Background: an optimization exercise with open tools, aiming at small area and few clock cycles per item. Do not read the settings as production practice. Function was checked by simulation only, so behaviour that the tests miss may differ from the original. No driver is modelled on the clock port, so clock power and skew are understated where the tree is cut down; a real chip needs a root buffer or a tree.

File: flow/config.mk
export PLATFORM = sky130hd
export DESIGN_NAME = system
export DESIGN_NICKNAME = system
export VERILOG_FILES = /design/flow/design.v
export SDC_FILE = /design/flow/constraint.sdc
export NUM_CORES = 4
export LEC_CHECK = 0
export CAP_MARGIN = 20
export CORE_MARGIN = 2
export CORE_UTILIZATION = 40
export SLEW_MARGIN = 20
export SYNTH_HIERARCHICAL = 1
export SYNTH_MINIMUM_KEEP_SIZE = 0
File: flow/constraint.sdc
create_clock -name core_clock -period 4.0 [get_ports {aclk}]
set_input_delay 0.8000 -clock core_clock [delete_from_list [all_inputs] [get_ports {aclk}]]
set_output_delay 0.8000 -clock core_clock [all_outputs]
set_load 0.01 [all_outputs]
File: flow/design.v
`timescale 1ns / 1ps
module scrambler
 #(parameter WIDTH = 24)
  (input  [6:0]       lfsr,
   output [WIDTH-1:0] fb);
  genvar i;
  generate
    for (i = 0; i < WIDTH; i = i + 1) begin : gen_feedback
      if (i < 4)
        xor2 u_fb(.a(lfsr[i+3]), .b(lfsr[i]), .y(fb[i]));
      else if (i < 7)
        xor2 u_fb(.a(lfsr[i]), .b(fb[i-4]), .y(fb[i]));
      else
        xor2 u_fb(.a(fb[i-7]), .b(fb[i-4]), .y(fb[i]));
    end
  endgenerate
endmodule
`timescale 1ns / 1ps
module encoder
  (input  [23:0] data,
   input  [5:0]  history,
   input         sh,
   input         st,
   input         sf,
   input         shn,
   input         stn,
   output [47:0] coded);
  wire [29:0] op = {data, history};
  wire [29:0] a;
  wire [29:0] b;
  wire [23:0] g0;
  wire [23:0] g1;
  xor2 u_a3 (.a(op[3]), .b(op[1]), .y(a[3]));
  xor2 u_a4 (.a(op[4]), .b(op[2]), .y(a[4]));
  xor2 u_a5 (.a(op[5]), .b(op[3]), .y(a[5]));
  xor2 u_a6 (.a(op[6]), .b(op[4]), .y(a[6]));
  xor2 u_a7 (.a(op[7]), .b(op[5]), .y(a[7]));
  xor2 u_a8 (.a(op[8]), .b(op[6]), .y(a[8]));
  xor2 u_a9 (.a(op[9]), .b(op[7]), .y(a[9]));
  xor2 u_a10 (.a(op[10]), .b(op[8]), .y(a[10]));
  xor2 u_a11 (.a(op[11]), .b(op[9]), .y(a[11]));
  xor2 u_a12 (.a(op[12]), .b(op[10]), .y(a[12]));
  xor2 u_a13 (.a(op[13]), .b(op[11]), .y(a[13]));
  xor2 u_a14 (.a(op[14]), .b(op[12]), .y(a[14]));
  xor2 u_a15 (.a(op[15]), .b(op[13]), .y(a[15]));
  xor2 u_a16 (.a(op[16]), .b(op[14]), .y(a[16]));
  xor2 u_a17 (.a(op[17]), .b(op[15]), .y(a[17]));
  xor2 u_a18 (.a(op[18]), .b(op[16]), .y(a[18]));
  xor2 u_a19 (.a(op[19]), .b(op[17]), .y(a[19]));
  xor2 u_a20 (.a(op[20]), .b(op[18]), .y(a[20]));
  xor2 u_a21 (.a(op[21]), .b(op[19]), .y(a[21]));
  xor2 u_a22 (.a(op[22]), .b(op[20]), .y(a[22]));
  xor2 u_a23 (.a(op[23]), .b(op[21]), .y(a[23]));
  xor2 u_a24 (.a(op[24]), .b(op[22]), .y(a[24]));
  xor2 u_a25 (.a(op[25]), .b(op[23]), .y(a[25]));
  xor2 u_a26 (.a(op[26]), .b(op[24]), .y(a[26]));
  xor2 u_a27 (.a(op[27]), .b(op[25]), .y(a[27]));
  xor2 u_a28 (.a(op[28]), .b(op[26]), .y(a[28]));
  xor2 u_a29 (.a(op[29]), .b(op[27]), .y(a[29]));
  assign a[2:0] = 3'b000;
  xor2 u_b6 (.a(a[6]), .b(op[0]), .y(b[6]));
  xor2 u_b7 (.a(a[7]), .b(op[1]), .y(b[7]));
  xor2 u_b8 (.a(a[8]), .b(op[2]), .y(b[8]));
  xor2 u_b9 (.a(a[9]), .b(op[3]), .y(b[9]));
  xor2 u_b10 (.a(a[10]), .b(op[4]), .y(b[10]));
  xor2 u_b11 (.a(a[11]), .b(op[5]), .y(b[11]));
  xor2 u_b12 (.a(a[12]), .b(op[6]), .y(b[12]));
  xor2 u_b13 (.a(a[13]), .b(op[7]), .y(b[13]));
  xor2 u_b14 (.a(a[14]), .b(op[8]), .y(b[14]));
  xor2 u_b15 (.a(a[15]), .b(op[9]), .y(b[15]));
  xor2 u_b16 (.a(a[16]), .b(op[10]), .y(b[16]));
  xor2 u_b17 (.a(a[17]), .b(op[11]), .y(b[17]));
  xor2 u_b18 (.a(a[18]), .b(op[12]), .y(b[18]));
  xor2 u_b19 (.a(a[19]), .b(op[13]), .y(b[19]));
  xor2 u_b20 (.a(a[20]), .b(op[14]), .y(b[20]));
  xor2 u_b21 (.a(a[21]), .b(op[15]), .y(b[21]));
  xor2 u_b22 (.a(a[22]), .b(op[16]), .y(b[22]));
  xor2 u_b23 (.a(a[23]), .b(op[17]), .y(b[23]));
  xor2 u_b24 (.a(a[24]), .b(op[18]), .y(b[24]));
  xor2 u_b25 (.a(a[25]), .b(op[19]), .y(b[25]));
  xor2 u_b26 (.a(a[26]), .b(op[20]), .y(b[26]));
  xor2 u_b27 (.a(a[27]), .b(op[21]), .y(b[27]));
  xor2 u_b28 (.a(a[28]), .b(op[22]), .y(b[28]));
  xor2 u_b29 (.a(a[29]), .b(op[23]), .y(b[29]));
  assign b[5:0] = 6'b000000;
  xor2 u_g0_0 (.a(b[6]), .b(a[3]), .y(g0[0]));
  xor2 u_g1_0 (.a(b[6]), .b(a[5]), .y(g1[0]));
  xor2 u_g0_1 (.a(b[7]), .b(a[4]), .y(g0[1]));
  xnor2 u_g1_1 (.a(b[7]), .b(a[6]), .y(g1[1]));
  xnor2 u_g0_2 (.a(b[8]), .b(a[5]), .y(g0[2]));
  xnor2 u_g1_2 (.a(b[8]), .b(a[7]), .y(g1[2]));
  xnor2 u_g0_3 (.a(b[9]), .b(a[6]), .y(g0[3]));
  xnor2 u_g1_3 (.a(b[9]), .b(a[8]), .y(g1[3]));
  xnor2 u_g0_4 (.a(b[10]), .b(a[7]), .y(g0[4]));
  xnor2 u_g1_4 (.a(b[10]), .b(a[9]), .y(g1[4]));
  xnor2 u_g0_5 (.a(b[11]), .b(a[8]), .y(g0[5]));
  xnor2 u_g1_5 (.a(b[11]), .b(a[10]), .y(g1[5]));
  xnor2 u_g0_6 (.a(b[12]), .b(a[9]), .y(g0[6]));
  xnor2 u_g1_6 (.a(b[12]), .b(a[11]), .y(g1[6]));
  xnor2 u_g0_7 (.a(b[13]), .b(a[10]), .y(g0[7]));
  xnor2 u_g1_7 (.a(b[13]), .b(a[12]), .y(g1[7]));
  xnor2 u_g0_8 (.a(b[14]), .b(a[11]), .y(g0[8]));
  xnor2 u_g1_8 (.a(b[14]), .b(a[13]), .y(g1[8]));
  xnor2 u_g0_9 (.a(b[15]), .b(a[12]), .y(g0[9]));
  xnor2 u_g1_9 (.a(b[15]), .b(a[14]), .y(g1[9]));
  xnor2 u_g0_10 (.a(b[16]), .b(a[13]), .y(g0[10]));
  xnor2 u_g1_10 (.a(b[16]), .b(a[15]), .y(g1[10]));
  xnor2 u_g0_11 (.a(b[17]), .b(a[14]), .y(g0[11]));
  xnor2 u_g1_11 (.a(b[17]), .b(a[16]), .y(g1[11]));
  xnor2 u_g0_12 (.a(b[18]), .b(a[15]), .y(g0[12]));
  xnor2 u_g1_12 (.a(b[18]), .b(a[17]), .y(g1[12]));
  xnor2 u_g0_13 (.a(b[19]), .b(a[16]), .y(g0[13]));
  xnor2 u_g1_13 (.a(b[19]), .b(a[18]), .y(g1[13]));
  xnor2 u_g0_14 (.a(b[20]), .b(a[17]), .y(g0[14]));
  xnor2 u_g1_14 (.a(b[20]), .b(a[19]), .y(g1[14]));
  xnor2 u_g0_15 (.a(b[21]), .b(a[18]), .y(g0[15]));
  xnor2 u_g1_15 (.a(b[21]), .b(a[20]), .y(g1[15]));
  xnor2 u_g0_16 (.a(b[22]), .b(a[19]), .y(g0[16]));
  xnor2 u_g1_16 (.a(b[22]), .b(a[21]), .y(g1[16]));
  xnor2 u_g0_17 (.a(b[23]), .b(a[20]), .y(g0[17]));
  xnor2 u_g1_17 (.a(b[23]), .b(a[22]), .y(g1[17]));
  xnor2 u_g0_18 (.a(b[24]), .b(a[21]), .y(g0[18]));
  xnor2 u_g1_18 (.a(b[24]), .b(a[23]), .y(g1[18]));
  xnor2 u_g0_19 (.a(b[25]), .b(a[22]), .y(g0[19]));
  xnor2 u_g1_19 (.a(b[25]), .b(a[24]), .y(g1[19]));
  xnor2 u_g0_20 (.a(b[26]), .b(a[23]), .y(g0[20]));
  xnor2 u_g1_20 (.a(b[26]), .b(a[25]), .y(g1[20]));
  xnor2 u_g0_21 (.a(b[27]), .b(a[24]), .y(g0[21]));
  xnor2 u_g1_21 (.a(b[27]), .b(a[26]), .y(g1[21]));
  xnor2 u_g0_22 (.a(b[28]), .b(a[25]), .y(g0[22]));
  xnor2 u_g1_22 (.a(b[28]), .b(a[27]), .y(g1[22]));
  xnor2 u_g0_23 (.a(b[29]), .b(a[26]), .y(g0[23]));
  xnor2 u_g1_23 (.a(b[29]), .b(a[28]), .y(g1[23]));
  assign coded[0] = g0[0];
  assign coded[1] = g1[0];
  assign coded[2] = g0[1];
  aoi222 u_o3 (.a0(g1[1]), .b0(sh), .a1(g0[2]), .b1(st), .a2(g1[2]), .b2(sf), .y(coded[3]));
  aoi222 u_o4 (.a0(g0[2]), .b0(sh), .a1(g1[2]), .b1(st), .a2(g0[3]), .b2(sf), .y(coded[4]));
  aoi222 u_o5 (.a0(g1[2]), .b0(sh), .a1(g0[3]), .b1(st), .a2(g1[3]), .b2(sf), .y(coded[5]));
  mux2i u_o6 (.a0(g0[4]), .a1(g0[3]), .s(sh), .y(coded[6]));
  aoi222 u_o7 (.a0(g1[3]), .b0(sh), .a1(g1[4]), .b1(st), .a2(g1[5]), .b2(sf), .y(coded[7]));
  aoi222 u_o8 (.a0(g0[4]), .b0(sh), .a1(g0[5]), .b1(st), .a2(g0[6]), .b2(sf), .y(coded[8]));
  aoi222 u_o9 (.a0(g1[4]), .b0(sh), .a1(g0[6]), .b1(st), .a2(g1[6]), .b2(sf), .y(coded[9]));
  aoi222 u_o10 (.a0(g0[5]), .b0(sh), .a1(g1[6]), .b1(st), .a2(g0[7]), .b2(sf), .y(coded[10]));
  aoi222 u_o11 (.a0(g1[5]), .b0(sh), .a1(g0[7]), .b1(st), .a2(g1[8]), .b2(sf), .y(coded[11]));
  aoi222 u_o12 (.a0(g0[6]), .b0(sh), .a1(g0[8]), .b1(st), .a2(g0[9]), .b2(sf), .y(coded[12]));
  aoi222 u_o13 (.a0(g1[6]), .b0(sh), .a1(g1[8]), .b1(st), .a2(g1[9]), .b2(sf), .y(coded[13]));
  aoi222 u_o14 (.a0(g0[7]), .b0(sh), .a1(g0[9]), .b1(st), .a2(g0[10]), .b2(sf), .y(coded[14]));
  aoi222 u_o15 (.a0(g1[7]), .b0(sh), .a1(g0[10]), .b1(st), .a2(g1[11]), .b2(sf), .y(coded[15]));
  aoi222 u_o16 (.a0(g0[8]), .b0(sh), .a1(g1[10]), .b1(st), .a2(g0[12]), .b2(sf), .y(coded[16]));
  aoi222 u_o17 (.a0(g1[8]), .b0(sh), .a1(g0[11]), .b1(st), .a2(g1[12]), .b2(sf), .y(coded[17]));
  aoi222 u_o18 (.a0(g0[9]), .b0(sh), .a1(g0[12]), .b1(st), .a2(g0[13]), .b2(sf), .y(coded[18]));
  aoi222 u_o19 (.a0(g1[9]), .b0(sh), .a1(g1[12]), .b1(st), .a2(g1[14]), .b2(sf), .y(coded[19]));
  aoi222 u_o20 (.a0(g0[10]), .b0(sh), .a1(g0[13]), .b1(st), .a2(g0[15]), .b2(sf), .y(coded[20]));
  aoi222 u_o21 (.a0(g1[10]), .b0(sh), .a1(g0[14]), .b1(st), .a2(g1[15]), .b2(sf), .y(coded[21]));
  aoi222 u_o22 (.a0(g0[11]), .b0(sh), .a1(g1[14]), .b1(st), .a2(g0[16]), .b2(sf), .y(coded[22]));
  aoi222 u_o23 (.a0(g1[11]), .b0(sh), .a1(g0[15]), .b1(st), .a2(g1[17]), .b2(sf), .y(coded[23]));
  aoi222 u_o24 (.a0(g0[12]), .b0(sh), .a1(g0[16]), .b1(st), .a2(g0[18]), .b2(sf), .y(coded[24]));
  aoi222 u_o25 (.a0(g1[12]), .b0(sh), .a1(g1[16]), .b1(st), .a2(g1[18]), .b2(sf), .y(coded[25]));
  aoi222 u_o26 (.a0(g0[13]), .b0(sh), .a1(g0[17]), .b1(st), .a2(g0[19]), .b2(sf), .y(coded[26]));
  aoi222 u_o27 (.a0(g1[13]), .b0(sh), .a1(g0[18]), .b1(st), .a2(g1[20]), .b2(sf), .y(coded[27]));
  aoi222 u_o28 (.a0(g0[14]), .b0(sh), .a1(g1[18]), .b1(st), .a2(g0[21]), .b2(sf), .y(coded[28]));
  aoi222 u_o29 (.a0(g1[14]), .b0(sh), .a1(g0[19]), .b1(st), .a2(g1[21]), .b2(sf), .y(coded[29]));
  aoi222 u_o30 (.a0(g0[15]), .b0(sh), .a1(g0[20]), .b1(st), .a2(g0[22]), .b2(sf), .y(coded[30]));
  aoi222 u_o31 (.a0(g1[15]), .b0(sh), .a1(g1[20]), .b1(st), .a2(g1[23]), .b2(sf), .y(coded[31]));
  oai22 u_o32 (.a0(g0[16]), .b0(shn), .a1(g0[21]), .b1(stn), .y(coded[32]));
  oai22 u_o33 (.a0(g1[16]), .b0(shn), .a1(g0[22]), .b1(stn), .y(coded[33]));
  oai22 u_o34 (.a0(g0[17]), .b0(shn), .a1(g1[22]), .b1(stn), .y(coded[34]));
  oai22 u_o35 (.a0(g1[17]), .b0(shn), .a1(g0[23]), .b1(stn), .y(coded[35]));
  nor2 u_o36 (.a(g0[18]), .b(shn), .y(coded[36]));
  nor2 u_o37 (.a(g1[18]), .b(shn), .y(coded[37]));
  nor2 u_o38 (.a(g0[19]), .b(shn), .y(coded[38]));
  nor2 u_o39 (.a(g1[19]), .b(shn), .y(coded[39]));
  nor2 u_o40 (.a(g0[20]), .b(shn), .y(coded[40]));
  nor2 u_o41 (.a(g1[20]), .b(shn), .y(coded[41]));
  nor2 u_o42 (.a(g0[21]), .b(shn), .y(coded[42]));
  nor2 u_o43 (.a(g1[21]), .b(shn), .y(coded[43]));
  nor2 u_o44 (.a(g0[22]), .b(shn), .y(coded[44]));
  nor2 u_o45 (.a(g1[22]), .b(shn), .y(coded[45]));
  nor2 u_o46 (.a(g0[23]), .b(shn), .y(coded[46]));
  nor2 u_o47 (.a(g1[23]), .b(shn), .y(coded[47]));
endmodule
module xor2 (input a, input b, output y);
  assign y = a ^ b;
endmodule
module xnor2 (input a, input b, output y);
  assign y = ~(a ^ b);
endmodule
module nor2 (input a, input b, output y);
  assign y = ~(a | b);
endmodule
module oai22 (input a0, input b0, input a1, input b1, output y);
  assign y = ~((a0 | b0) & (a1 | b1));
endmodule
module aoi222 (input a0, input b0, input a1, input b1, input a2, input b2, output y);
  assign y = ~((a0 & b0) | (a1 & b1) | (a2 & b2));
endmodule
module mux2i (input a0, input a1, input s, output y);
  assign y = ~(s ? a1 : a0);
endmodule
`timescale 1ns / 1ps
module system
  #(parameter WIDTH = 24)
   (input aclk,
    input aresetn,
    input [WIDTH-1:0] s_axis_tdata,
    input s_axis_tvalid,
    output s_axis_tready,
    input s_axis_tlast,
    input [3:0] s_axis_tuser,
    output [2*WIDTH-1:0] m_axis_tdata,
    output m_axis_tvalid,
    input m_axis_tready,
    output m_axis_tlast,
    output [3:0] m_axis_tuser);
    localparam SEED = 7'b1011101;
    localparam [WIDTH-1:0] INV = {{7{1'b1}}, {(WIDTH-7){1'b0}}};
    reg [6:0]       lfsr;      
    reg [WIDTH-1:0] sdata;     
    reg [3:0]       tuser;
    reg             tlast;
    reg             tvalid;
    reg [5:0]       history;   
    wire [WIDTH-1:0] fb;
    scrambler #(.WIDTH(WIDTH)) scrambler_i(.lfsr(lfsr), .fb(fb));
    wire [WIDTH-1:0] smask;
    assign smask[WIDTH-8:0] = sdata[WIDTH-8:0];
    genvar i;
    generate
      for (i = WIDTH-7; i < WIDTH; i = i + 1) begin : gen_mask
        nor2 u_mask(.a(sdata[i]), .b(tlast), .y(smask[i]));
      end
    endgenerate
    assign s_axis_tready = ~tvalid | m_axis_tready;
    wire accept = s_axis_tvalid & s_axis_tready;
    always @(posedge aclk)
      if (~aresetn) begin
        lfsr   <= SEED;
        tlast  <= 1'b1;
        tvalid <= 1'b0;
      end
      else begin
        if (accept) begin
          lfsr  <= fb[WIDTH-1:WIDTH-7];
          tlast <= s_axis_tlast;
        end
        tvalid <= accept | (tvalid & ~m_axis_tready);
      end
    always @(posedge aclk)
      if (accept) begin
        sdata   <= s_axis_tdata ^ fb ^ INV;
        tuser   <= s_axis_tuser;
        history <= smask[WIDTH-1:WIDTH-6];
      end
    reg r34, r23;
    always @*
      case (tuser)
        4'b1111, 4'b0111, 4'b1011, 4'b0011: {r34, r23} = 2'b10;
        4'b0001:                                 {r34, r23} = 2'b01;
        default:                                   {r34, r23} = 2'b00;
      endcase
    wire r12 = ~(r34 | r23);
    encoder encoder_i(
        .data(smask),
        .history(history),
        .sh(r12),
        .st(r23),
        .sf(r34),
        .shn(~r12),
        .stn(~r23),
        .coded(m_axis_tdata)
    );
    assign m_axis_tvalid = tvalid;
    assign m_axis_tlast  = tlast;
    assign m_axis_tuser  = tuser;
endmodule
File: flow/flow/run.sh
#!/bin/bash
# The standard layout, except that the port buffers buffer_ports inserts are
# the smallest buffer, sky130_fd_sc_hd__buf_1, instead of the cell it picks
# by default. Everything else (synthesis, floorplan, power grid, tap cells,
# CTS, routing) is the standard.sh unchanged.
set -euo pipefail
export BUFFER_PORTS_ARGS="-buffer_cell sky130_fd_sc_hd__buf_1"
bash standard.sh > standard.log 2>&1
File: flow/standard.sh
#!/bin/bash
# synth_recipe.tcl (not shown) runs the flow's synth.tcl, then flattens the netlist and writes it again
# the make line also repeats each setting of config.mk as NAME=value (left out here)
make -C /OpenROAD-flow-scripts/flow DESIGN_CONFIG=/design/flow/config.mk WORK_HOME=/design/flow/orfs CLKGATE_MAP_FILE= SYNTH_SCRIPT=/design/flow/synth_recipe.tcl "${@:-finish}"
==> results of run 1 <==
placed cells by master, fill, tap and decap left out, drive strengths merged, types with 2 or more instances in the layout:
cell type | netlist | layout
xor2 | 95 | 95
buf | 5 | 88
xnor2 | 52 | 52
edfxtp | 34 | 34
a222oi | 28 | 28
nor2 | 20 | 20
inv | 9 | 9
dfxtp | 9 | 9
nand3 | 6 | 6
o211ai | 6 | 6
clkbuf | 2 | 5
nand2 | 4 | 4
o22ai | 4 | 4
mux2i | 3 | 3
bufinv | 0 | 2
and2 | 2 | 2
sequential cells by signal, indices dropped and copies added (netlist names):
name     count
tvalid       1
history      6
sdata       24
tuser        4
lfsr         7
tlast        1
worst max path at each step:
stage	endpoint	slack, ps	cells after the start
after floorplan	m_axis_tdata[32]	200	3
final	m_axis_tdata[27]	710	6
after CTS	m_axis_tdata[26]	730	6
after detailed placement	sdata[21]	980	7
after global placement	sdata[21]	990	7
after global routing	m_axis_tdata[26]	530	6
per-stage QoR:
step	hold WS, ps
after global routing	514.9
after CTS	481.4
after detailed placement	469.3
final	475.8
after floorplan	446.5
after global placement	463.6
layer usage:
layer | part of all wire | up-vias | GRT usage | routed length, um
met3 | 0.077 | 5 | 0.03255 | 589
met5 | 0 | - | 0 | 0
met1 | 0.43 | 1154 | 0.2314 | 3270
li1 | - | 1194 | - | -
met2 | 0.48 | 110 | 0.2987 | 3693
met4 | 0.0089 | 0 | 0.04851 | 68
logic make-up (layout without fill, tap and decap cells):
group	after synthesis	count (layout)	share of synthesized area
AOI/OAI and AO/OA	40	40	0.1161
and+or+nand+nor	34	34	0.05004
xor gates and xnor gates	147	147	0.4119
muxes	3	3	0.009608
DFF	43	43	0.3843
buffers and inverters	16	105	0.02802
final cells by class:
type / instances / area, um2
Clock inverter: 3 / 67.56
Sequential cell: 43 / 1201
Clock buffer: 5 / 68.82
Tap cell: 102 / 127.6
Fill cell: 768 / 3974
Timing Repair Buffer: 88 / 334.1
Multi-Input combinational cell: 224 / 1841
Inverter: 9 / 33.78
Yosys stat by module (local to each module, per instance), excerpt:
| module | cells inside | cell area, um2 | flops+latches |
|---|---|---|---|
| system | 105 | 1639 | 43 |
| xor2 | 1 | 8.758 | 0 |
| oai22 | 1 | 6.256 | 0 |
| nor2 | 1 | 3.754 | 0 |
| mux2i | 1 | 10.01 | 0 |
| aoi222 | 1 | 10.01 | 0 |
| xnor2 | 1 | 8.758 | 0 |
| encoder | 3 | 22.52 | 0 |
critical path: cells and delay by family, from the launching register on:
kind,cells,cell delay (ps)
AO/OA/AOI/OAI,1,480
XOR/XNOR,3,820
buffers and inverters,1,200
flip-flops,1,400
AND/OR/NAND/NOR,1,300
==> impl_metrics.py, run 1 <==
metrics = {
    "global_routing": {
        "gr-usage-all-layers": 0.1765,
        "grt_antenna_before_repair": 0,
        "wire_length_of_the_first_global_routing_pass_mm": 11.72,
        "via_count_of_the_first_global_routing_pass": 2330,
        "grt.overflow.total": 0,
        "grt_max_degree": 43,
    },
    "placed_design": {
        "postPlaceCellArea_um2": 3537,
        "place_hpwl_mm": 6.105,
        "placement.setup.worst_slack_ps": 983.7,
        "dp_cells": 466,
        "placement.io_buffers": 87,
        "globalplace.congestion": 0.8559,
    },
    "worst_setup_path": {
        "delay_of_the_slowest_cell_on_the_worst_path_ps": 480,
        "critical_path.most_common_cell": "sky130_fd_sc_hd__xor2_1",
        "critical_path.endpoint_type": "primary output",
        "reg2reg_from": "lfsr[4]",
        "critical_path.slowest_cell": "sky130_fd_sc_hd__a222oi_1",
        "critPathLaunch": "tlast",
        "cp_data_arrival_time_ps": 2490,
        "crit_type": "flop to primary output",
        "regToRegSetupSlack_ps": 970,
        "reg2regPathDepth": 7,
        "timing.critical_path.cells": "nor2_1 > xor2_1 > xor2_1 > xnor2_1 > a222oi_1 > buf_1",
        "worst_setup_path_start_kind": "flop",
        "critical_path.reg2reg.endpoint": "sdata[21]",
        "worst_ep_required_time_ps": 3200,
        "timing.critical_path.fanout_max": 9,
    },
    "synth": {
        "yosys_register_bits": 43,
        "yosysMostFrequentCell": "sky130_fd_sc_hd__xor2_1",
        "synth_top_cell_by_area": "sky130_fd_sc_hd__edfxtp_1",
        "netlist_area_um2": 3125,
        "syn-mean-instance-area_um2": 11.04,
        "synth.distinct_cells": 22,
        "synth_async_sr_flop_share": 0,
        "top_cell_type_s_share_of_synthesized_area": 0.3267,
        "synthCells": 283,
        "ranking_of_synthesized_cells_by_area": "sky130_fd_sc_hd__edfxtp_1, sky130_fd_sc_hd__xor2_1, sky130_fd_sc_hd__xnor2_1",
        "yosysWarningCount": 7,
        "post_synth_most_frequent_cells": "sky130_fd_sc_hd__xor2_1, sky130_fd_sc_hd__xnor2_1, sky130_fd_sc_hd__edfxtp_1",
        "synth_edf_count": 34,
        "synth.yosys.seq_area_share": 0.3843,
        "synthesis.nets": 316,
        "primary_ff_master_synth": "sky130_fd_sc_hd__edfxtp_1",
    },
    "hold_path": {
        "hold_start": "lfsr[1]",
        "hold_path_class": "flop to flop",
        "whs_path_depth": 2,
        "hold_path_end": "lfsr[1]",
    },
    "cts": {
        "htreeDepth": 2,
        "clk_latency_ps": 300,
        "numCtsBuffers": 5,
        "cts_tree": "done",
        "cts-root-to-sink-buffers": 2,
        "cts.hold.buffers_added": 0,
        "numClockSinks": 43,
        "clk_transition_reported_paths_ps": 80,
        "post-cts-setup-buffers": 0,
        "cts-resized-gates": 0,
        "clock-root-buffer": "sky130_fd_sc_hd__clkbuf_8",
    },
    "sta": {
        "finalMaxSlewViolations": 0,
        "worst_pin_slew_ps": 953.2,
        "final_min_period_over_clock_period": 0.8216,
        "timing.final.ws_setup_ps": 713.5,
        "rsz0062_at_grt": "no",
        "setup-violations-final": 0,
        "worst_clock_skew_ps": 6.406,
        "slew_headroom": 0.3646,
        "timing.final.hold_violations": 0,
        "timing.fmax_mhz": 304.3,
        "final_tns_setup_ps": 0,
        "min_period_ps": 3287,
    },
    "layout": {
        "finalInstanceArea_um2": 3674,
        "diode_count": 0,
        "fin_cells": 474,
        "areaGrowthSynthToFinish_pct": 17.53,
        "drive_gt1_frac": 0.03226,
        "final_net_count": 404,
        "final_core_util": 0.4804,
    },
    "status": {
        "status": "no timing/DRC/antenna violations",
    },
    "die": {
        "ios": 88,
        "die_area_um2": 8537,
        "fp.coreArea_um2": 7647,
        "placement_rows": 32,
        "initial_utilization": 0.4087,
        "die_x_um": 92.40,
        "floorplan.die.height_um": 92.40,
    },
    "job": {
        "cap_violations": 0,
    },
    "detailed_routing": {
        "initialDrtViolationCount": 199,
        "drc_errors": 0,
        "routedWlPerCell_um": 16.08,
        "detail-route-antenna-nets": 0,
        "avgViaCountPerCell": 5.196,
        "drtPass1Iterations": 14,
        "dr_total_vias": 2463,
        "finalWirelength_mm": 7.622,
    },
}
Testbench counts, summed over its fixed seeds: cycles 12,472, items 12,464.
==> run 2: changes to the inputs <==
==> flow/run.sh (new file) <==
#!/bin/bash
# synth_recipe.tcl (not shown) runs the flow's synth.tcl, then flattens the netlist and writes it again
# the make line also repeats each setting of config.mk as NAME=value (left out here)
make -C /OpenROAD-flow-scripts/flow DESIGN_CONFIG=/design/flow/config.mk WORK_HOME=/design/flow/orfs CLKGATE_MAP_FILE= SYNTH_SCRIPT=/design/flow/synth_recipe.tcl finish
removed: flow/flow/run.sh
removed: flow/standard.sh
==> impl_metrics.py, run 2 <==
metrics = {
    "synth": {
        "synth.yosys.seq_area_share": 0.3843,
        "yosysMostFrequentCell": "sky130_fd_sc_hd__xor2_1",
        "yosysWarningCount": 7,
        "yosys_register_bits": 43,
        "primary_ff_master_synth": "sky130_fd_sc_hd__edfxtp_1",
        "post_synth_most_frequent_cells": "sky130_fd_sc_hd__xor2_1, sky130_fd_sc_hd__xnor2_1, sky130_fd_sc_hd__edfxtp_1",
        "netlist_area_um2": 3125,
        "synthCells": 283,
        "ranking_of_synthesized_cells_by_area": "sky130_fd_sc_hd__edfxtp_1, sky130_fd_sc_hd__xor2_1, sky130_fd_sc_hd__xnor2_1",
        "synth.distinct_cells": 22,
        "synth_top_cell_by_area": "sky130_fd_sc_hd__edfxtp_1",
        "top_cell_type_s_share_of_synthesized_area": 0.3267,
        "synthesis.nets": 316,
        "syn-mean-instance-area_um2": 11.04,
        "synth_async_sr_flop_share": 0,
        "synth_edf_count": 34,
    },
    "die": {
        "ios": 88,
        "placement_rows": 32,
        "fp.coreArea_um2": 7647,
        "initial_utilization": 0.4087,
        "floorplan.die.height_um": 92.40,
        "die_area_um2": 8537,
        "die_x_um": 92.40,
    },
    "sta": {
        "timing.final.hold_violations": 0,
        "worst_clock_skew_ps": 3.472,
        "min_period_ps": 3593,
        "timing.fmax_mhz": 278.3,
        "final_min_period_over_clock_period": 0.8982,
        "setup-violations-final": 0,
        "finalMaxSlewViolations": 0,
        "rsz0062_at_grt": "no",
        "slew_headroom": 0.3592,
        "final_tns_setup_ps": 0,
        "worst_pin_slew_ps": 961.3,
    },
    "cts": {
        "clk_transition_reported_paths_ps": 80,
        "htreeDepth": 2,
        "cts.hold.buffers_added": 0,
        "post-cts-setup-buffers": 0,
        "numClockSinks": 43,
        "cts-resized-gates": 0,
        "cts_tree": "done",
        "cts-root-to-sink-buffers": 2,
        "clock-root-buffer": "sky130_fd_sc_hd__clkbuf_8",
        "numCtsBuffers": 5,
        "clk_latency_ps": 290,
    },
    "hold_path": {
        "hold_path_end": "lfsr[1]",
        "hold_start": "lfsr[1]",
        "whs_path_depth": 2,
        "hold_path_class": "flop to flop",
    },
    "global_routing": {
        "via_count_of_the_first_global_routing_pass": 2414,
        "grt_max_degree": 43,
        "gr-usage-all-layers": 0.1831,
        "grt_antenna_before_repair": 0,
        "grt.overflow.total": 0,
        "wire_length_of_the_first_global_routing_pass_mm": 12.21,
    },
    "layout": {
        "areaGrowthSynthToFinish_pct": 34.23,
        "largest_register_ffs": 24,
        "layout_commonest_cell": "sky130_fd_sc_hd__xor2_1",
        "top_regs": "sdata: 24 flops, lfsr: 7 flops, history: 6 flops",
        "registers.top_by_ff_count": "sdata",
        "layout.filler_cells": 681,
        "register_area_um2": 1201,
        "final_net_count": 405,
        "diode_count": 0,
        "mostFrequentLayoutCells": "sky130_fd_sc_hd__xor2_1, sky130_fd_sc_hd__clkdlybuf4s50_1, sky130_fd_sc_hd__xnor2_1",
        "multiInputGateArea_um2": 1841,
        "drive_gt1_frac": 0.02949,
    },
    "worst_setup_path": {
        "critical_path.most_common_cell": "sky130_fd_sc_hd__xor2_1",
        "timing.critical_path.fanout_max": 9,
        "reg2regPathDepth": 7,
        "delay_of_the_slowest_cell_on_the_worst_path_ps": 610,
        "reg2reg_from": "lfsr[3]",
        "worst_setup_path_start_kind": "flop",
        "critical_path.slowest_cell": "sky130_fd_sc_hd__clkdlybuf4s50_1",
        "worst_ep_required_time_ps": 3200,
        "timing.critical_path.cells": "nor2_1 > xor2_1 > xor2_1 > xnor2_1 > a222oi_1 > clkdlybuf4s50_1",
        "crit_type": "flop to primary output",
        "critical_path.endpoint_type": "primary output",
        "regToRegSetupSlack_ps": 950,
        "cp_data_arrival_time_ps": 2790,
        "critical_path.reg2reg.endpoint": "sdata[23]",
    },
    "detailed_routing": {
        "dr_total_vias": 2435,
        "drtPass1Iterations": 10,
        "drc_errors": 0,
        "avgViaCountPerCell": 5.126,
        "detail-route-antenna-nets": 0,
        "initialDrtViolationCount": 145,
        "routedWlPerCell_um": 16.30,
        "finalWirelength_mm": 7.744,
    },
    "placed_design": {
        "globalplace.congestion": 0.8885,
        "place_hpwl_mm": 6.385,
        "placement.io_buffers": 87,
    },
    "status": {
        "status": "no timing/DRC/antenna violations",
    },
    "job": {
        "cap_violations": 0,
    },
}
run 2: worst max-delay path, delay by kind of cell (launching register included):
family / cells / cell delay (ps)
buf+inv: 1 / 610
compound gates: 1 / 420
flops: 1 / 390
simple gates: 1 / 300
xor+xnor: 3 / 790
run 2: logic make-up after synthesis:
group,Yosys count,share of synthesized area
XOR/XNOR,147,0.4119
flip-flops,43,0.3843
AO/OA/AOI/OAI,40,0.1161
AND/OR/NAND/NOR,34,0.05004
buffers and inverters,16,0.02802
multiplexers,3,0.009608
run 2: per-layer routing:
layer  global-route usage  vias to the layer above  wire length (um)
li1                     -                     1198                 -
met1               0.2218                     1132              3249
met2               0.3315                       95              3907
met3              0.02848                       10               425
met4              0.05846                        0               161
met5                    0                        -                 0
run 2: per-stage QoR:
step                hold slack (ps)  worst slack (ps)  utilization  cell area [um2]  cells
finish                        480.4             407.4       0.5486             4195    475
global route                  489.9             167.5       0.5486             4195    475
CTS                           479.5             365.1       0.5486             4195    475
detailed placement            469.2             718.5       0.5347             4089    467
global placement              460.4             778.4       0.5347             4089    467
floorplan                     446.5             202.8            -             3126    283
run 2: area by class of cell:
| class | count | share of cell area |
|---|---|---|
| Clock buffer | 7 | 0.01819 |
| Clock inverter | 1 | 0.007158 |
| Inverter | 9 | 0.008052 |
| Multi-Input combinational cell | 224 | 0.4387 |
| Sequential cell | 43 | 0.2863 |
| Tap cell | 102 | 0.03042 |
| Timing Repair Buffer | 89 | 0.2112 |
run 2: how the worst max path moves through the flow:
| stage | startpoint | endpoint | slack, ps |
|---|---|---|---|
| after floorplan | tuser[1] | m_axis_tdata[32] | 200 |
| after CTS | tlast | m_axis_tdata[26] | 370 |
| after global placement | tlast | m_axis_tdata[26] | 780 |
| final | tlast | m_axis_tdata[26] | 410 |
| after detailed placement | tlast | m_axis_tdata[26] | 720 |
| after global routing | tlast | m_axis_tdata[29] | 170 |
run 2: Yosys stat by module, one instance, submodules excluded, excerpt:
module	area (um2)	cells	times used	flops+latches
aoi222	10.01	1	28	0
nor2	3.754	1	19	0
xor2	8.758	1	78	0
mux2i	10.01	1	1	0
oai22	6.256	1	4	0
xnor2	8.758	1	45	0
system	1639	105	1	43
encoder	22.52	3	1	0
==> run 3: changes to the inputs <==
--- a/flow/design.v
+++ b/flow/design.v
@@ -232,5 +232,5 @@
       end
     endgenerate
-    assign s_axis_tready = ~tvalid | m_axis_tready;
+    assign s_axis_tready = m_axis_tready;
     wire accept = s_axis_tvalid & s_axis_tready;
     always @(posedge aclk)
==> flow/flow/run.sh (new file) <==
#!/bin/bash
# The standard layout (the standard.sh, unchanged) with two settings:
# - the port buffers that buffer_ports inserts are the smallest buffer,
#   sky130_fd_sc_hd__buf_1, instead of the cell it picks by default;
# - clock tree synthesis uses sky130_fd_sc_hd__clkbuf_8 and inserts no dummy
#   loads. The tree is otherwise TritonCTS's own (H-tree, balanced).
set -euo pipefail
export BUFFER_PORTS_ARGS="-buffer_cell sky130_fd_sc_hd__buf_1"
export CTS_ARGS="-sink_clustering_enable -repair_clock_nets -dont_use_dummy_load -buf_list sky130_fd_sc_hd__clkbuf_8"
bash standard.sh > standard.log 2>&1
==> flow/standard.sh (new file) <==
#!/bin/bash
# synth_recipe.tcl (not shown) runs the flow's synth.tcl, then flattens the netlist and writes it again
# the make line also repeats each setting of config.mk as NAME=value (left out here)
make -C /OpenROAD-flow-scripts/flow DESIGN_CONFIG=/design/flow/config.mk WORK_HOME=/design/flow/orfs CLKGATE_MAP_FILE= SYNTH_SCRIPT=/design/flow/synth_recipe.tcl "${@:-finish}"
removed: flow/run.sh
==> impl_metrics.py, run 3 <==
metrics = {
    "placed_design": {
        "placement.io_buffers": 87,
        "globalplace.congestion": 0.8529,
        "place_hpwl_mm": 6.040,
    },
    "worst_setup_path": {
        "crit_type": "flop to primary output",
        "cp_data_arrival_time_ps": 2470,
        "critical_path.most_common_cell": "sky130_fd_sc_hd__xor2_1",
        "critPathTopFamily": "XOR/XNOR gates",
        "cp.buffers_inverters": 1,
        "critical_path.slowest_cell": "sky130_fd_sc_hd__dfxtp_1",
        "delay_of_the_slowest_cell_on_the_worst_path_ps": 400,
        "worst_ep_required_time_ps": 3200,
        "timing.critical_path.fanout_max": 9,
        "critical_path.endpoint_type": "primary output",
        "worst_setup_path_start_kind": "flop",
        "timing.critical_path.cells": "nor2_1 > xor2_1 > xor2_1 > xnor2_1 > a222oi_1 > buf_1",
    },
    "global_routing": {
        "grt_max_degree": 44,
        "via_count_of_the_first_global_routing_pass": 2338,
        "gr-usage-all-layers": 0.1731,
        "grt_antenna_before_repair": 0,
        "wire_length_of_the_first_global_routing_pass_mm": 11.63,
        "grt.overflow.total": 0,
    },
    "layout": {
        "layout_commonest_cell": "sky130_fd_sc_hd__xor2_1",
        "final_net_count": 404,
        "diode_count": 0,
        "drive_gt1_frac": 0.02439,
        "top_regs": "sdata: 24 flops, lfsr: 7 flops, history: 6 flops",
        "layout.filler_cells": 765,
        "largest_register_ffs": 24,
        "registers.top_by_ff_count": "sdata",
        "mostFrequentLayoutCells": "sky130_fd_sc_hd__xor2_1, sky130_fd_sc_hd__buf_1, sky130_fd_sc_hd__xnor2_1",
        "areaGrowthSynthToFinish_pct": 15.75,
    },
    "synth": {
        "yosysWarningCount": 7,
        "yosys_register_bits": 43,
        "netlist_area_um2": 3122,
        "synth.yosys.seq_area_share": 0.3848,
        "synth_edf_count": 34,
        "synth_top_cell_by_area": "sky130_fd_sc_hd__edfxtp_1",
        "ranking_of_synthesized_cells_by_area": "sky130_fd_sc_hd__edfxtp_1, sky130_fd_sc_hd__xor2_1, sky130_fd_sc_hd__xnor2_1",
        "top_cell_type_s_share_of_synthesized_area": 0.3271,
        "yosysMostFrequentCell": "sky130_fd_sc_hd__xor2_1",
        "syn-mean-instance-area_um2": 11.03,
        "primary_ff_master_synth": "sky130_fd_sc_hd__edfxtp_1",
        "post_synth_most_frequent_cells": "sky130_fd_sc_hd__xor2_1, sky130_fd_sc_hd__xnor2_1, sky130_fd_sc_hd__edfxtp_1",
        "synthesis.nets": 316,
        "synth_async_sr_flop_share": 0,
        "synthCells": 283,
        "synth.distinct_cells": 24,
    },
    "sta": {
        "min_period_ps": 3271,
        "slew_headroom": 0.3890,
        "finalMaxSlewViolations": 0,
        "setup-violations-final": 0,
        "timing.final.hold_violations": 0,
        "final_tns_setup_ps": 0,
        "final_min_period_over_clock_period": 0.8177,
        "timing.fmax_mhz": 305.7,
        "rsz0062_at_grt": "no",
        "worst_clock_skew_ps": 25.91,
        "worst_pin_slew_ps": 916.5,
        "hold-worst-slack_ps": 468.9,
    },
    "cts": {
        "cts.hold.buffers_added": 0,
        "cts-resized-gates": 0,
        "clock-root-buffer": "sky130_fd_sc_hd__clkbuf_8",
        "clk_transition_reported_paths_ps": 80,
        "htreeDepth": 2,
        "cts-root-to-sink-buffers": 2,
        "cts_tree": "done",
        "numClockSinks": 43,
        "post-cts-setup-buffers": 0,
        "numCtsBuffers": 5,
        "clk_latency_ps": 300,
    },
    "detailed_routing": {
        "drtPass1Iterations": 8,
        "initialDrtViolationCount": 261,
        "routedWlPerCell_um": 15.78,
        "detail-route-antenna-nets": 0,
        "avgViaCountPerCell": 5.178,
        "finalWirelength_mm": 7.433,
        "dr_total_vias": 2439,
        "drc_errors": 0,
    },
    "die": {
        "ios": 88,
        "placement_rows": 32,
        "fp.coreArea_um2": 7647,
        "initial_utilization": 0.4082,
        "die_x_um": 92.34,
        "floorplan.die.height_um": 92.34,
        "die_area_um2": 8527,
    },
    "status": {
        "status": "no timing/DRC/antenna violations",
    },
    "hold_path": {
        "hold_path_class": "flop to flop",
    },
    "job": {
        "cap_violations": 0,
    },
}
-- run 3: kinds of logic (layout without fill, tap and decap cells) --
family	Yosys count	after routing	synth area share
buf+inv	15	101	0.02805
simple gates	34	34	0.04970
flops	43	43	0.3848
xor+xnor	147	147	0.4124
mux	1	1	0.003207
compound gates	43	43	0.1218
-- run 3: layout make-up --
class                      count  area (um2)  area share
inverter                       7       26.28    0.007271
clock buffer                   5       68.82     0.01904
tap                          102       127.6     0.03532
timing repair buffer          89       341.6     0.09453
sequential                    43        1201      0.3324
multi-input combinational    225        1848      0.5114
-- run 3: worst reg2reg max path, stage by stage (launching register included) --
cell                      delay, ps
sky130_fd_sc_hd__dfxtp_1        380
sky130_fd_sc_hd__xor2_1         410
sky130_fd_sc_hd__xor2_1         360
sky130_fd_sc_hd__xor2_1         390
sky130_fd_sc_hd__xor2_1         400
sky130_fd_sc_hd__xor2_1         360
sky130_fd_sc_hd__xor2_1         260
sky130_fd_sc_hd__xnor2_1        100
-- run 3: modules after synthesis, one instance, submodules excluded, a selection --
module | flip-flops and latches | cells | times used | cell area (um2)
aoi222 | 0 | 1 | 28 | 10.01
system | 43 | 105 | 1 | 1635
xor2 | 0 | 1 | 78 | 8.758
oai22 | 0 | 1 | 4 | 6.256
xnor2 | 0 | 1 | 45 | 8.758
encoder | 0 | 3 | 1 | 22.52
nor2 | 0 | 1 | 19 | 3.754
mux2i | 0 | 1 | 1 | 10.01
-- run 3: final timing paths --
| path | endpoint | startpoint | slack, ps | depth (start not counted) |
|---|---|---|---|---|
| max | m_axis_tdata[27] | tlast | 730 | 6 |
| min | lfsr[1] | lfsr[1] | 470 | 2 |
| max reg2reg | sdata[22] | lfsr[5] | 1080 | 7 |
| min reg2reg | lfsr[1] | lfsr[1] | 470 | 2 |
-- run 3: metal layers --
metal / track usage / vias up / part of all wire
li1: - / 1196 / -
met1: 0.2318 / 1147 / 0.46
met2: 0.2877 / 89 / 0.48
met3: 0.02360 / 7 / 0.050
met4: 0.06095 / 0 / 0.014
met5: 0 / - / 0
-- run 3: per-stage QoR --
| stage | instance area, um2 | std cells | setup WS [ps] | utilization |
|---|---|---|---|---|
| floorplan | 3128 | 283 | 776.6 | - |
| global placement | 3545 | 466 | 1014 | 0.4635 |
| detailed placement | 3545 | 466 | 1048 | 0.4635 |
| CTS | 3613 | 471 | 703.8 | 0.4725 |
| global route | 3613 | 471 | 561.5 | 0.4725 |
| finish | 3613 | 471 | 729.2 | 0.4725 |
Testbench counts of run 3, summed over its fixed seeds: cycles 12,472, items 12,464.
==> run 4: changes to the inputs <==
--- a/flow/design.v
+++ b/flow/design.v
@@ -190,4 +190,16 @@
   assign y = ~(a | b);
 endmodule
+module inv (input a, output y);
+  assign y = ~a;
+endmodule
+module and2 (input a, input b, output y);
+  assign y = a & b;
+endmodule
+module one_of_four (input a, input b, input c, input d, output y);
+  assign y = a & ~b & ~c & ~d;
+endmodule
+module nand2 (input a, input b, output y);
+  assign y = ~(a & b);
+endmodule
 module oai22 (input a0, input b0, input a1, input b1, output y);
   assign y = ~((a0 | b0) & (a1 | b1));
@@ -234,17 +246,25 @@
     assign s_axis_tready = m_axis_tready;
     wire accept = s_axis_tvalid & s_axis_tready;
-    always @(posedge aclk)
-      if (~aresetn) begin
-        lfsr   <= SEED;
-        tlast  <= 1'b1;
-        tvalid <= 1'b0;
+    wire rst = ~aresetn;
+    wire [6:0] lfsr_m, lfsr_d;
+    wire tlast_m, tlast_d, tvalid_m, tvalid_d;
+    generate
+      for (i = 0; i < 7; i = i + 1) begin : gen_lfsr
+        mux2i u_m(.a0(lfsr[i]), .a1(fb[WIDTH-7+i]), .s(accept), .y(lfsr_m[i]));
+        if (SEED[i])
+          nand2 u_r(.a(lfsr_m[i]), .b(aresetn), .y(lfsr_d[i]));
+        else
+          nor2 u_r(.a(lfsr_m[i]), .b(rst), .y(lfsr_d[i]));
       end
-      else begin
-        if (accept) begin
-          lfsr  <= fb[WIDTH-1:WIDTH-7];
-          tlast <= s_axis_tlast;
-        end
-        tvalid <= accept | (tvalid & ~m_axis_tready);
-      end
+    endgenerate
+    mux2i u_tlast_m(.a0(tlast), .a1(s_axis_tlast), .s(accept), .y(tlast_m));
+    nand2 u_tlast_r(.a(tlast_m), .b(aresetn), .y(tlast_d));
+    mux2i u_tvalid_m(.a0(tvalid), .a1(s_axis_tvalid), .s(m_axis_tready), .y(tvalid_m));
+    nor2 u_tvalid_r(.a(tvalid_m), .b(rst), .y(tvalid_d));
+    always @(posedge aclk) begin
+      lfsr   <= lfsr_d;
+      tlast  <= tlast_d;
+      tvalid <= tvalid_d;
+    end
     always @(posedge aclk)
       if (accept) begin
@@ -253,12 +273,10 @@
         history <= smask[WIDTH-1:WIDTH-6];
       end
-    reg r34, r23;
-    always @*
-      case (tuser)
-        4'b1111, 4'b0111, 4'b1011, 4'b0011: {r34, r23} = 2'b10;
-        4'b0001:                                 {r34, r23} = 2'b01;
-        default:                                   {r34, r23} = 2'b00;
-      endcase
-    wire r12 = ~(r34 | r23);
+    wire r34, r23, r12, r23n, r12n;
+    and2        u_r34 (.a(tuser[0]), .b(tuser[1]), .y(r34));
+    one_of_four u_r23 (.a(tuser[0]), .b(tuser[1]), .c(tuser[2]), .d(tuser[3]), .y(r23));
+    inv         u_r23n(.a(r23), .y(r23n));
+    nor2        u_r12 (.a(r34), .b(r23), .y(r12));
+    inv         u_r12n(.a(r12), .y(r12n));
     encoder encoder_i(
         .data(smask),
@@ -267,6 +285,6 @@
         .st(r23),
         .sf(r34),
-        .shn(~r12),
-        .stn(~r23),
+        .shn(r12n),
+        .stn(r23n),
         .coded(m_axis_tdata)
     );
==> impl_metrics.py, run 4 <==
metrics = {
    "synth": {
        "yosysWarningCount": 7,
        "synthesis.nets": 304,
        "syn-mean-instance-area_um2": 11.33,
        "ranking_of_synthesized_cells_by_area": "sky130_fd_sc_hd__edfxtp_1, sky130_fd_sc_hd__xor2_1, sky130_fd_sc_hd__xnor2_1",
        "top_cell_type_s_share_of_synthesized_area": 0.3324,
        "post_synth_most_frequent_cells": "sky130_fd_sc_hd__xor2_1, sky130_fd_sc_hd__xnor2_1, sky130_fd_sc_hd__edfxtp_1",
        "primary_ff_master_synth": "sky130_fd_sc_hd__edfxtp_1",
        "synth.yosys.seq_area_share": 0.3910,
        "yosys_register_bits": 43,
        "netlist_area_um2": 3072,
        "synth_async_sr_flop_share": 0,
        "synth_edf_count": 34,
        "synth_top_cell_by_area": "sky130_fd_sc_hd__edfxtp_1",
        "yosysMostFrequentCell": "sky130_fd_sc_hd__xor2_1",
        "synth.distinct_cells": 13,
        "synthCells": 271,
    },
    "cts": {
        "htreeDepth": 2,
        "cts-root-to-sink-buffers": 2,
        "post-cts-setup-buffers": 0,
        "numClockSinks": 43,
        "clk_latency_ps": 290,
        "cts.hold.buffers_added": 0,
        "clock-root-buffer": "sky130_fd_sc_hd__clkbuf_8",
        "cts_tree": "done",
        "clk_transition_reported_paths_ps": 80,
        "cts-resized-gates": 0,
        "numCtsBuffers": 5,
    },
    "sta": {
        "min_period_ps": 3382,
        "timing.final.hold_violations": 0,
        "final_tns_setup_ps": 0,
        "rsz0062_at_grt": "no",
        "worst_pin_slew_ps": 1011,
        "timing.fmax_mhz": 295.7,
        "final_min_period_over_clock_period": 0.8455,
        "hold-worst-slack_ps": 505.6,
        "setup-violations-final": 0,
        "finalMaxSlewViolations": 0,
        "slew_headroom": 0.3260,
        "worst_clock_skew_ps": 27.99,
        "timing.final.ws_setup_ps": 618.0,
    },
    "detailed_routing": {
        "drc_errors": 0,
        "detail-route-antenna-nets": 0,
        "dr_total_vias": 2353,
        "finalWirelength_mm": 7.054,
        "routedWlPerCell_um": 15.30,
        "initialDrtViolationCount": 163,
        "drtPass1Iterations": 8,
        "avgViaCountPerCell": 5.104,
    },
    "global_routing": {
        "groute.layer.met1.usage": 0.2232,
        "gr-usage-all-layers": 0.1686,
        "via_count_of_the_first_global_routing_pass": 2268,
        "grt.overflow.total": 0,
        "grt_antenna_before_repair": 0,
        "grt.met3_usage": 0.02547,
        "globalRouteMet2Util": 0.2880,
        "grt_max_degree": 43,
        "wire_length_of_the_first_global_routing_pass_mm": 11.44,
        "grt.busiest_layer": "met2",
    },
    "worst_setup_path": {
        "critical_path_cell_count": 6,
        "cp.buffers_inverters": 3,
        "reg2reg_from": "lfsr[6]",
        "timing.critical_path.fanout_max": 29,
        "critical_path.slowest_cell": "sky130_fd_sc_hd__nor2_1",
        "critical_path.reg2reg.endpoint": "sdata[23]",
        "critical_path.endpoint_type": "primary output",
        "worst_ep_required_time_ps": 3200,
        "regToRegSetupSlack_ps": 1100,
        "worst_setup_path_start_kind": "flop",
        "critPathTopFamily": "buffers and inverters",
        "delay_of_the_slowest_cell_on_the_worst_path_ps": 590,
        "reg2regPathDepth": 7,
        "cp_data_arrival_time_ps": 2580,
        "crit_type": "flop to primary output",
        "timing.critical_path.cells": "and2_1 > buf_4 > nor2_1 > inv_1 > o22ai_1 > buf_1",
    },
    "layout": {
        "mostFrequentLayoutCells": "sky130_fd_sc_hd__xor2_1, sky130_fd_sc_hd__buf_1, sky130_fd_sc_hd__xnor2_1",
        "largest_register_ffs": 24,
        "final_net_count": 397,
        "areaGrowthSynthToFinish_pct": 16.99,
        "layout.filler_cells": 708,
        "fin_cells": 461,
        "top_regs": "sdata: 24 flops, lfsr: 7 flops, history: 6 flops",
        "layout_commonest_cell": "sky130_fd_sc_hd__xor2_1",
        "drive_gt1_frac": 0.02762,
        "registers.top_by_ff_count": "sdata",
        "diode_count": 0,
    },
    "die": {
        "fp.coreArea_um2": 7331,
        "floorplan.die.height_um": 91.63,
        "die_area_um2": 8396,
        "initial_utilization": 0.4190,
        "die_x_um": 91.63,
        "ios": 88,
        "placement_rows": 31,
    },
    "job": {
        "cap_violations": 0,
    },
    "placed_design": {
        "place_hpwl_mm": 5.719,
        "placement.io_buffers": 87,
        "placement.setup.worst_slack_ps": 1030,
        "dp_cells": 456,
        "globalplace.congestion": 0.8699,
    },
    "hold_path": {
        "hold_path_end": "lfsr[0]",
        "hold_start": "lfsr[0]",
        "whs_path_depth": 2,
        "hold_path_class": "flop to flop",
    },
    "status": {
        "status": "no timing/DRC/antenna violations",
    },
}
run 4: worst reg2reg max path, cell delays in order (launching register included):
cell                      delay (ps)
sky130_fd_sc_hd__dfxtp_1         390
sky130_fd_sc_hd__xor2_1          370
sky130_fd_sc_hd__xor2_1          340
sky130_fd_sc_hd__xor2_1          350
sky130_fd_sc_hd__xor2_1          420
sky130_fd_sc_hd__xor2_1          380
sky130_fd_sc_hd__xor2_1          280
sky130_fd_sc_hd__xnor2_1         120
run 4: per-module statistics from Yosys (local to each module, per instance), excerpt:
module,times used,area [um2]
encoder,1,22.52
and2,1,6.256
inv,2,3.754
system,1,1429
nor2,23,3.754
xor2,78,8.758
xnor2,45,8.758
oai22,4,6.256
mux2i,10,10.01
nand2,6,3.754
aoi222,28,10.01
one_of_four,1,15.01
run 4: cells by family (layout without fill, tap and decap cells):
group                     after synthesis  count (layout)  share of synthesized area
and+or+nand+nor                        32              32                    0.04440
muxes                                  10              10                    0.03259
DFF                                    43              43                     0.3910
AOI/OAI and AO/OA                      32              32                    0.09939
xor gates and xnor gates              147             147                     0.4191
buffers and inverters                   7              98                    0.01344
run 4: layout make-up:
| type | instances | area, um2 | share of cell area |
|---|---|---|---|
| clock buffers | 5 | 68.82 | 0.01915 |
| inverters | 3 | 11.26 | 0.003134 |
| multi-input cells | 221 | 1839 | 0.5118 |
| flip-flops and latches | 43 | 1201 | 0.3343 |
| well taps | 99 | 123.9 | 0.03447 |
| repair buffers | 90 | 349.1 | 0.09714 |
run 4: how the worst max path moves through the flow:
stage | start | end | slack (ps)
detailed placement | tuser[1] | m_axis_tdata[32] | 1030
floorplan | tuser[1] | m_axis_tdata[32] | 20
global route | tuser[1] | m_axis_tdata[34] | 490
finish | tuser[1] | m_axis_tdata[34] | 620
CTS | tuser[1] | m_axis_tdata[32] | 690
global placement | tuser[1] | m_axis_tdata[32] | 1030
run 4: stage by stage:
step / instance area [um2] / utilization
final: 3593 / 0.4902
after global routing: 3593 / 0.4902
after CTS: 3593 / 0.4902
after detailed placement: 3525 / 0.4808
after global placement: 3525 / 0.4808
after floorplan: 3072 / -
run 4: layer usage:
layer	wire, um	part of all wire
met5	0	0
met4	83	0.012
met3	387	0.055
met2	3383	0.48
met1	3199	0.45
Testbench counts of run 4, summed over its fixed seeds: cycles 12,472, items 12,464.
==> run 5: changes to the inputs <==
--- a/flow/design.v
+++ b/flow/design.v
@@ -196,6 +196,6 @@
   assign y = a & b;
 endmodule
-module one_of_four (input a, input b, input c, input d, output y);
-  assign y = a & ~b & ~c & ~d;
+module nor3 (input a, input b, input c, output y);
+  assign y = ~(a | b | c);
 endmodule
 module nand2 (input a, input b, output y);
@@ -275,5 +275,7 @@
     wire r34, r23, r12, r23n, r12n;
     and2        u_r34 (.a(tuser[0]), .b(tuser[1]), .y(r34));
-    one_of_four u_r23 (.a(tuser[0]), .b(tuser[1]), .c(tuser[2]), .d(tuser[3]), .y(r23));
+    wire        hi_zero;
+    nor3        u_hiz (.a(tuser[1]), .b(tuser[2]), .c(tuser[3]), .y(hi_zero));
+    and2        u_r23 (.a(tuser[0]), .b(hi_zero), .y(r23));
     inv         u_r23n(.a(r23), .y(r23n));
     nor2        u_r12 (.a(r34), .b(r23), .y(r12));
==> flow/flow/run.sh (replaced) <==
#!/bin/bash
# The standard layout (the standard.sh, unchanged) with these settings:
# - the port buffers that buffer_ports inserts are the smallest buffer,
#   sky130_fd_sc_hd__buf_1, instead of the cell it picks by default;
# - clock tree synthesis uses sky130_fd_sc_hd__clkbuf_8 and inserts no dummy
#   loads;
# - flow/post_cts.tcl, run at the end of the CTS step, removes the H-tree's
#   root buffer so the clock port drives the (four) leaf clock buffers
#   directly. Every register still gets its clock through one leaf buffer.
# ORFS's own logs are in orfs/logs/; make's output is in standard.log.
set -euo pipefail
export BUFFER_PORTS_ARGS="-buffer_cell sky130_fd_sc_hd__buf_1"
export CTS_ARGS="-sink_clustering_enable -repair_clock_nets -dont_use_dummy_load -buf_list sky130_fd_sc_hd__clkbuf_8"
export POST_CTS_TCL="$PWD/flow/post_cts.tcl"
bash standard.sh > standard.log 2>&1
==> flow/flow/post_cts.tcl (new file) <==
set block [ord::get_db_block]
set clk_net [$block findNet aclk]
set roots {}
foreach it [$clk_net getITerms] {
  set inst [$it getInst]
  if {[string match "sky130_fd_sc_hd__clkbuf_*" [[$inst getMaster] getName]]} {
    lappend roots $inst
  }
}
puts "post_cts: clock port drives [llength [$clk_net getITerms]] pins"
if {[llength $roots] == 1 && [llength [$clk_net getITerms]] == 1} {
  set root [lindex $roots 0]
  set out_net [[$root findITerm X] getNet]
  set leaves {}
  foreach it [$out_net getITerms] {
    if {[$it getInst] ne $root && [$it isInputSignal]} { lappend leaves $it }
  }
  set leaf_buffers 1
  foreach it $leaves {
    if {![string match "sky130_fd_sc_hd__clkbuf_*" [[[$it getInst] getMaster] getName]]} {
      set leaf_buffers 0
    }
  }
  if {[llength $leaves] <= 4 && $leaf_buffers} {
    puts "post_cts: removing root buffer [$root getName], port now drives [llength $leaves] leaf buffers"
    foreach it $leaves {
      $it disconnect
      $it connect $clk_net
    }
    odb::dbInst_destroy $root
    odb::dbNet_destroy $out_net
  } else {
    puts "post_cts: root buffer kept"
  }
}

proc clk_slew_max {} {
  set mx 0
  foreach p [get_pins -hierarchical */CLK] {
    set s [get_property $p slew_max]
    if {$s > $mx} { set mx $s }
  }
  return $mx
}

detailed_placement
check_placement -verbose
estimate_parasitics -placement
puts "post_cts: final clock-pin slew [clk_slew_max]"
report_worst_slack -max
report_worst_slack -min
--- a/flow/config.mk
+++ b/flow/config.mk
@@ -6,8 +6,8 @@
 export NUM_CORES = 4
 export LEC_CHECK = 0
-export CAP_MARGIN = 20
+export CAP_MARGIN = 5
 export CORE_MARGIN = 2
 export CORE_UTILIZATION = 40
-export SLEW_MARGIN = 20
+export SLEW_MARGIN = 5
 export SYNTH_HIERARCHICAL = 1
 export SYNTH_MINIMUM_KEEP_SIZE = 0
==> impl_metrics.py, run 5 <==
metrics = {
    "placed_design": {
        "postPlaceCellArea_um2": 3517,
        "place_hpwl_mm": 5.909,
        "globalplace.congestion": 0.8636,
        "placement.io_buffers": 87,
    },
    "sta": {
        "final_tns_setup_ps": 0,
        "setup-violations-final": 0,
        "timing.fmax_mhz": 319.9,
        "min_period_ps": 3126,
        "worst_pin_slew_ps": 974.0,
        "rsz0062_at_grt": "no",
        "timing.final.hold_violations": 0,
        "slew_headroom": 0.3506,
        "final_min_period_over_clock_period": 0.7814,
        "worst_clock_skew_ps": 21.48,
        "finalMaxSlewViolations": 0,
    },
    "layout": {
        "finalInstanceArea_um2": 3572,
        "layout.filler_cells": 733,
        "mostFrequentLayoutCells": "sky130_fd_sc_hd__xor2_1, sky130_fd_sc_hd__buf_1, sky130_fd_sc_hd__xnor2_1",
        "layout_commonest_cell": "sky130_fd_sc_hd__xor2_1",
        "largest_register_ffs": 24,
        "top_regs": "sdata: 24 flops, lfsr: 7 flops, history: 6 flops",
        "final_net_count": 397,
        "diode_count": 0,
        "registers.top_by_ff_count": "sdata",
        "drive_gt1_frac": 0.02486,
        "areaGrowthSynthToFinish_pct": 16.25,
    },
    "hold_path": {
        "hold_path_class": "flop to flop",
        "whs_path_depth": 2,
        "hold_path_end": "tvalid",
        "hold_start": "tvalid",
    },
    "detailed_routing": {
        "drtPass1Iterations": 10,
        "drc_errors": 0,
        "detail-route-antenna-nets": 0,
        "dr_total_vias": 2390,
        "routedWlPerCell_um": 15.73,
        "initialDrtViolationCount": 159,
        "avgViaCountPerCell": 5.184,
        "finalWirelength_mm": 7.251,
    },
    "synth": {
        "ranking_of_synthesized_cells_by_area": "sky130_fd_sc_hd__edfxtp_1, sky130_fd_sc_hd__xor2_1, sky130_fd_sc_hd__xnor2_1",
        "syn-mean-instance-area_um2": 11.30,
        "yosys_register_bits": 43,
        "yosysWarningCount": 7,
        "primary_ff_master_synth": "sky130_fd_sc_hd__edfxtp_1",
        "synth_edf_count": 34,
        "synth_top_cell_by_area": "sky130_fd_sc_hd__edfxtp_1",
        "top_cell_type_s_share_of_synthesized_area": 0.3322,
        "post_synth_most_frequent_cells": "sky130_fd_sc_hd__xor2_1, sky130_fd_sc_hd__xnor2_1, sky130_fd_sc_hd__edfxtp_1",
        "yosysMostFrequentCell": "sky130_fd_sc_hd__xor2_1",
        "synthCells": 272,
        "netlist_area_um2": 3073,
        "synthesis.nets": 305,
        "synth.yosys.seq_area_share": 0.3909,
        "synth_async_sr_flop_share": 0,
        "synth.distinct_cells": 13,
    },
    "worst_setup_path": {
        "critical_path.most_common_cell": "sky130_fd_sc_hd__xor2_1",
        "worst_setup_path_start_kind": "flop",
        "timing.critical_path.fanout_max": 9,
        "crit_type": "flop to primary output",
        "timing.critical_path.cells": "nor2_1 > xor2_1 > xor2_1 > xnor2_1 > a222oi_1 > buf_1",
        "worst_ep_required_time_ps": 3200,
        "reg2reg_from": "lfsr[3]",
        "critical_path.slowest_cell": "sky130_fd_sc_hd__xor2_1",
        "critical_path.endpoint_type": "primary output",
        "delay_of_the_slowest_cell_on_the_worst_path_ps": 430,
        "regToRegSetupSlack_ps": 910,
        "reg2regPathDepth": 7,
        "cp_data_arrival_time_ps": 2330,
        "critical_path.reg2reg.endpoint": "sdata[20]",
    },
    "die": {
        "die_x_um": 91.65,
        "floorplan.die.height_um": 91.65,
        "initial_utilization": 0.4192,
        "ios": 88,
        "placement_rows": 31,
        "die_area_um2": 8400,
        "fp.coreArea_um2": 7331,
    },
    "cts": {
        "numClockSinks": 43,
        "clk_latency_ps": 140,
        "clk_transition_reported_paths_ps": 80,
    },
    "global_routing": {
        "grt.overflow.total": 0,
        "wire_length_of_the_first_global_routing_pass_mm": 11.62,
        "grt_max_degree": 43,
        "gr-usage-all-layers": 0.1723,
        "via_count_of_the_first_global_routing_pass": 2340,
        "grt_antenna_before_repair": 0,
    },
    "status": {
        "status": "no timing/DRC/antenna violations",
    },
    "job": {
        "cap_violations": 0,
    },
}
## run 5: cell count changes after synthesis
cell / change
sky130_fd_sc_hd__and2_1: +1
sky130_fd_sc_hd__nor4b_2: -1
sky130_fd_sc_hd__nor3_2: +1
## run 5: area by class of cell
class	count	area [um2]	share of cell area
timing repair buffer	90	349.1	0.09772
tap	99	123.9	0.03468
multi-input combinational	222	1832	0.5128
clock buffer	4	55.05	0.01541
sequential	43	1201	0.3363
inverter	3	11.26	0.003152
## run 5: worst max path at each step
stage | slack (ps) | end | startpoint | cells past startpoint
finish | 870 | m_axis_tdata[26] | tlast | 6
global route | 720 | sdata[20] | lfsr[3] | 7
detailed placement | 920 | sdata[20] | lfsr[3] | 7
global placement | 910 | sdata[20] | lfsr[3] | 7
floorplan | 560 | m_axis_tdata[32] | tuser[0] | 4
## run 5: cells by family (layout without fill, tap and decap cells)
group                  count (synthesis)  in the layout  share of synthesized area
AO/OA/AOI/OAI                         32             32                    0.09935
XOR/XNOR                             147            147                     0.4190
buffers and inverters                  7             97                    0.01344
flip-flops                            43             43                     0.3909
multiplexers                          10             10                    0.03257
AND/OR/NAND/NOR                       33             33                    0.04479
## run 5: metal layers
layer	share of wire	track usage	vias to the layer above
met4	0.0099	0.03788	0
met5	0	0	-
met3	0.058	0.02712	6
met1	0.44	0.2274	1118
li1	-	-	1164
met2	0.49	0.2978	102
## run 5: modules after synthesis, one instance, submodules excluded, a selection
module | cells | copies in the design | area (um2)
and2 | 1 | 2 | 6.256
aoi222 | 1 | 28 | 10.01
encoder | 3 | 1 | 22.52
inv | 1 | 2 | 3.754
mux2i | 1 | 10 | 10.01
nand2 | 1 | 6 | 3.754
nor2 | 1 | 23 | 3.754
nor3 | 1 | 1 | 10.01
oai22 | 1 | 4 | 6.256
system | 70 | 1 | 1429
xnor2 | 1 | 45 | 8.758
xor2 | 1 | 78 | 8.758
## run 5: through the flow
step / hold slack, ps / cells / utilization / setup slack [ps]
6_report: 508.7 / 461 / 0.4873 / 874.4
3_5_place_dp: 494.7 / 457 / 0.4798 / 917.0
3_3_place_gp: 475.6 / 457 / 0.4798 / 914.6
5_1_grt: 554.2 / 461 / 0.4873 / 718.6
2_1_floorplan: 461.8 / 272 / - / 558.6
## run 5: worst max-delay path: cells and delay by family (launching register included)
kind	cells	cell delay, ps
AND/OR/NAND/NOR	1	360
flip-flops	1	420
AO/OA/AOI/OAI	1	330
buffers and inverters	1	200
XOR/XNOR	3	890
Testbench counts of run 5, summed over its fixed seeds: cycles 12,472, items 12,464.

[static timing again, ports no longer ideal]
In the flow no input, the clock included, has a driving cell. The finished layouts below were timed again as built, in two steps.
Step 1: set_driving_cell puts a clkbuf_16 on aclk and a buf_2 on each other input, an assumption about the parent block.
Step 2 times the ports against the registers' clock, not the clock port: input delays grow and output delays shrink by t, the midpoint of the rising clock arrivals with the driver on.
a / b / c = no drivers / after step 1 / after step 2; a / b = the first two.
run | t, ns | slack for setup (ns) | hold slack, ns
run 1 | 0.326 | 0.713 / 0.684 / 0.967 | 0.476 / 0.476 / 0.476
run 2 | 0.313 | 0.407 / 0.380 / 0.693 | 0.480 / 0.480 / 0.480
run 3 | 0.316 | 0.729 / 0.700 / 1.016 | 0.469 / 0.469 / 0.469
run 4 | 0.304 | 0.618 / 0.594 / 0.898 | 0.506 / 0.506 / 0.506
run 5 | 0.178 | 0.874 / 0.826 / 0.913 | 0.509 / 0.509 / 0.509
After both steps every run listed still meets setup and hold.
